What follows belongs to an exercise in optimizing a design on an open flow for small area and a short achievable clock period; a production flow would make more cautious choices.
The RTL was checked by simulation tests, not by an equivalence proof against the original design.

## run A
// ahb_bus_matrix
module ahb_bus_matrix
(
  input HBUSREQx0,
  input HBUSREQx1,
  input HBUSREQx2,
  input HBUSREQx3,
  input HLOCKx0,
  input HLOCKx1,
  input HLOCKx2,
  input HLOCKx3,
  input [1:0] HTRANSx0,
  input [1:0] HTRANSx1,
  input [1:0] HTRANSx2,
  input [1:0] HTRANSx3,
  input [31:0] HADDRx0,
  input [31:0] HADDRx1,
  input [31:0] HADDRx2,
  input [31:0] HADDRx3,
  input HWRITEx0,
  input HWRITEx1,
  input HWRITEx2,
  input HWRITEx3,
  input [2:0] HSIZEx0,
  input [2:0] HSIZEx1,
  input [2:0] HSIZEx2,
  input [2:0] HSIZEx3,
  input [2:0] HBURSTx0,
  input [2:0] HBURSTx1,
  input [2:0] HBURSTx2,
  input [2:0] HBURSTx3,
  input [31:0] HWDATAx0,
  input [31:0] HWDATAx1,
  input [31:0] HWDATAx2,
  input [31:0] HWDATAx3,
  input HREADYx0,
  input HREADYx1,
  input HREADYx2,
  input HREADYx3,
  input HREADYx4,
  input HREADYx5,
  input HREADYx6,
  input [1:0] HRESPx0,
  input [1:0] HRESPx1,
  input [1:0] HRESPx2,
  input [1:0] HRESPx3,
  input [1:0] HRESPx4,
  input [1:0] HRESPx5,
  input [1:0] HRESPx6,
  input [31:0] HRDATAx0,
  input [31:0] HRDATAx1,
  input [31:0] HRDATAx2,
  input [31:0] HRDATAx3,
  input [31:0] HRDATAx4,
  input [31:0] HRDATAx5,
  input [31:0] HRDATAx6, 
  input [3:0] HSPLITx0,
  input [3:0] HSPLITx1,
  input [3:0] HSPLITx2,
  input [3:0] HSPLITx3,
  input [3:0] HSPLITx4,
  input [3:0] HSPLITx5,
  input [3:0] HSPLITx6,
  output HGRANTx0,
  output HGRANTx1,
  output HGRANTx2,
  output HGRANTx3,
  output HSELx0,
  output HSELx1,
  output HSELx2,
  output HSELx3,
  output HSELx4,
  output HSELx5,
  output HSELx6,
  input HRESETn,
  input HCLK,
  output [1:0] HTRANS,
  output [31:0] HADDR,
  output HWRITE,
  output [2:0] HSIZE,
  output [2:0] HBURST,
  output [31:0] HWDATA,
  output HREADY,
  output [1:0] HRESP,
  output [31:0] HRDATA,
  output [3:0] HMASTER,
  output HMASTLOCK
);
For scale: roughly 520 cells after synthesis, roughly 700 I/O pins, ~4700 um^2 of cells after synthesis.
Settings: LEC_CHECK=0, CAP_MARGIN=20, CORE_AREA=4 4 161 161, DIE_AREA=0 0 165 165, SETUP_SLACK_MARGIN=1.4, SLEW_MARGIN=20; clock period 4.0 ns.
standard.sh (not shown) runs the stock make flow with config.mk's settings and CLKGATE_MAP_FILE= SYNTH_SCRIPT=/design/flow/synth_recipe.tcl, a recipe that flattens the netlist after the stock synthesis.
==> flow/flow/run.sh <==
#!/bin/bash
# Standard ORFS layout, with:
# - the port buffers made from the smallest buffer cell,
# - I/O pins on met3 (left/right) and met2 or met4 (top/bottom),
# - the pins of each multiplexed output bit kept together.
set -euo pipefail
export BUFFER_PORTS_ARGS="-buffer_cell sky130_fd_sc_hd__buf_1"
export IO_PLACER_H="met3"
export IO_PLACER_V="met2 met4"
export PLACE_PINS_ARGS="$(cat flow/pin_groups.txt)"
bash standard.sh > flow_make.log 2>&1
Other scripts of this flow, unchanged in this note and not shown: flow/flow/pin_groups.txt
The inputs of run B differ from those of run A as listed below.
Settings: DIE_AREA changed from 0 0 165 165 to 0 0 160 160; CORE_AREA changed from 4 4 161 161 to 4 4 156 156.
--- a/flow/flow/run.sh
+++ b/flow/flow/run.sh
@@ -4,3 +4,4 @@
 # - I/O pins on met3 (left/right) and met2 or met4 (top/bottom),
-# - the pins of each multiplexed output bit kept together.
+# - the pins of each multiplexed output bit kept together,
+# - synthesis as standard except for the ABC script (flow/synth.tcl).
 set -euo pipefail
@@ -10,2 +11,2 @@
 export PLACE_PINS_ARGS="$(cat flow/pin_groups.txt)"
-bash standard.sh > flow_make.log 2>&1
+bash standard.sh "SYNTH_SCRIPT=$PWD/flow/synth.tcl" finish > flow_make.log 2>&1
==> flow/flow/synth.tcl (new file) <==
# The standard synthesis (synth_recipe.tcl), except that ABC maps the logic with
# Yosys's own ABC script instead of ORFS's speed script. Registers are mapped
# before ABC runs, so they are the standard synthesis's.
proc synth {args} { yosys synth -nofsm -noshare {*}$args }
proc abc {args} {
  set out {}
  set skip 0
  foreach a $args {
    if {$skip} { set skip 0; continue }
    if {$a eq "-script"} { set skip 1; continue }
    lappend out $a
  }
  yosys abc {*}$out
}
source $::env(SCRIPTS_DIR)/synth.tcl
# left out here: clear keep_hierarchy, flatten, clean up, hide names made inside functions, write 1_2_yosys.v
==> comparison <==
Run B never completed; the flow aborted with a tool error in I/O pin placement. Run B: share of synthesized area spent on multiplexers is 18 points lower than what run A reported. Area after synthesis went down by a few percent going from run A to run B. Summary of the comparison: initial cell density of the core is higher in run B, relative to run A. Row count down about 3.5% in run B wrt run A. Delta(sequential cell area fraction in the yosys report, run B - run A) > 0. Synthesized cell count in run B vs run A: up 25%. Share of the synthesized area in compound gates (AO/OA/AOI/OAI) (run B over run A): increase, 0.42 points. Row die width: run B lower / run A higher. Min mean cell area of the mapped netlist across run B and run A: run B. Relative to run A, the post-synthesis xor/xnor area fraction of run B is lower by 0.94 points. In the reports for run B and run A, the larger post-synthesis simple-gate area fraction belongs to run B.
> inputs changed (run B -> run C)
Settings: a change of CORE_AREA from 4 4 156 156 to 4 4 171 171; a change of DIE_AREA from 0 0 160 160 to 0 0 175 175.
==> flow/flow/run.sh <==
#!/bin/bash
# Standard ORFS layout, with:
# - the port buffers made from the smallest buffer cell,
# - I/O pins on met3 (left/right) and met2 or met4 (top/bottom),
# - the pins of each multiplexed output bit kept together.
set -euo pipefail
export BUFFER_PORTS_ARGS="-buffer_cell sky130_fd_sc_hd__buf_1"
export IO_PLACER_H="met3"
export IO_PLACER_V="met2 met4"
export PLACE_PINS_ARGS="$(cat flow/pin_groups.txt)"
bash standard.sh > flow_make.log 2>&1
removed: flow/flow/synth.tcl
Results
Every stage of the flow completed for run C, and the final layout passed the timing, design-rule and antenna checks. Per the comparison of run C with run B, portion of the post-synthesis area used by sequential elements lower, adder-cell share of the synthesized area roughly the same. Compare run B and run C | area after synthesis higher: run C. The higher standard-cell row count of run B and run C is in run C.
[inputs] run D vs run C
Settings: DIE_AREA: 0 0 175 175 -> 0 0 160 160; CTS_CLUSTER_SIZE: unset -> 30; CORE_AREA: 4 4 171 171 -> 4 4 156 156; CTS_CLUSTER_DIAMETER: unset -> 150.
==> summary.txt <==
Run D vs. run C: flip-flop and latch count has remained practically unchanged; total length of routed wires now sits lower; worst setup slack after layout rose 0.040 ns; non-clock buffer contribution to total cell area went up 0.43 points; source-to-sink clock delay at the later pin of the worst-skew pair stayed essentially flat. Area of the die down 16% in run D wrt run C. Run D: all stages complete, timing, DRC and antenna checks passed.
Inputs modified between run D and run E:
Settings: CTS_CLUSTER_SIZE: 30 -> unset; CTS_CLUSTER_DIAMETER: 150 -> unset.
--- a/flow/flow/run.sh
+++ b/flow/flow/run.sh
@@ -2,2 +2,3 @@
 # Standard ORFS layout, with:
+# - the combinational logic remapped for area after floorplanning,
 # - the port buffers made from the smallest buffer cell,
@@ -10,2 +11,3 @@
 export PLACE_PINS_ARGS="$(cat flow/pin_groups.txt)"
+export POST_FLOORPLAN_TCL="$PWD/flow/restructure.tcl"
 bash standard.sh > flow_make.log 2>&1
==> flow/flow/restructure.tcl (new file) <==
# Remap the combinational logic between the registers for area with ABC
# (OpenROAD's restructure); registers and ports are left as synthesis made them.
set rmp_dir $::env(OBJECTS_DIR)/rmp
file mkdir $rmp_dir
set lib_file [lindex $::env(LIB_FILES) 0]
restructure -target area -liberty_file $lib_file \
  -tielo_port [join $::env(TIELO_CELL_AND_PORT) /] \
  -tiehi_port [join $::env(TIEHI_CELL_AND_PORT) /] \
  -work_dir $rmp_dir -abc_logfile $rmp_dir/abc.log
report_design_area
## What came out
- Re number of flops mapped to enable cells by yosys: no difference whatsoever between run D and run E.
- As far as fraction of synthesized area in multiplexers goes, run D and run E are indistinguishable; the numbers are identical.
- From run E to run D, share of synthesized area occupied by flip-flops and latches did not move at all.
- Re distinct cell type count after synthesis: no difference whatsoever between run D and run E.
- Run D -> run E: flip-flop and latch count after synthesis delta 0, exact match
- Effective utilization at floorplan: run E vs run D identical
- Comparing run D against run E, there is no change at all in synthesized cell count.
- As the logs show, run E stopped at I/O pin placement after a tool error, so it never reached the end of the flow.
- Comparing run D against run E, there is no change at all in vertical die dimension.

-- static timing again, ports no longer ideal --
How much do the figures lean on ideal ports? The routed layouts below were timed once more, with nothing changed but the port constraints. Step 1 (the two cells are an assumption about what drives the block):
set clk [get_ports {HCLK}]
set_driving_cell -lib_cell sky130_fd_sc_hd__clkbuf_16 $clk
set_driving_cell -lib_cell sky130_fd_sc_hd__buf_2 [delete_from_list [all_inputs] $clk]
Step 2, shift: input delay + t, output delay - t, t = (earliest + latest rising clock arrival at the registers) / 2. This alone moves slack from input paths to output paths. a / b / c = ideal ports / drivers / drivers and shift; a / b = the first two.
run | t (ns) | setup slack, ns | hold WS [ns]
run A | 0.304 | 1.424 / 1.387 / 1.387 | 0.599 / 0.587 / 0.610
run C | 0.307 | 1.409 / 1.347 / 1.347 | 0.608 / 0.599 / 0.622
run D | 0.304 | 1.449 / 1.399 / 1.399 | 0.617 / 0.608 / 0.618
After both steps setup and hold are still met in every run listed. For run C, which loses most, drivers alone change the setup slack by -0.062 ns; drivers and shift together by -0.062 ns.
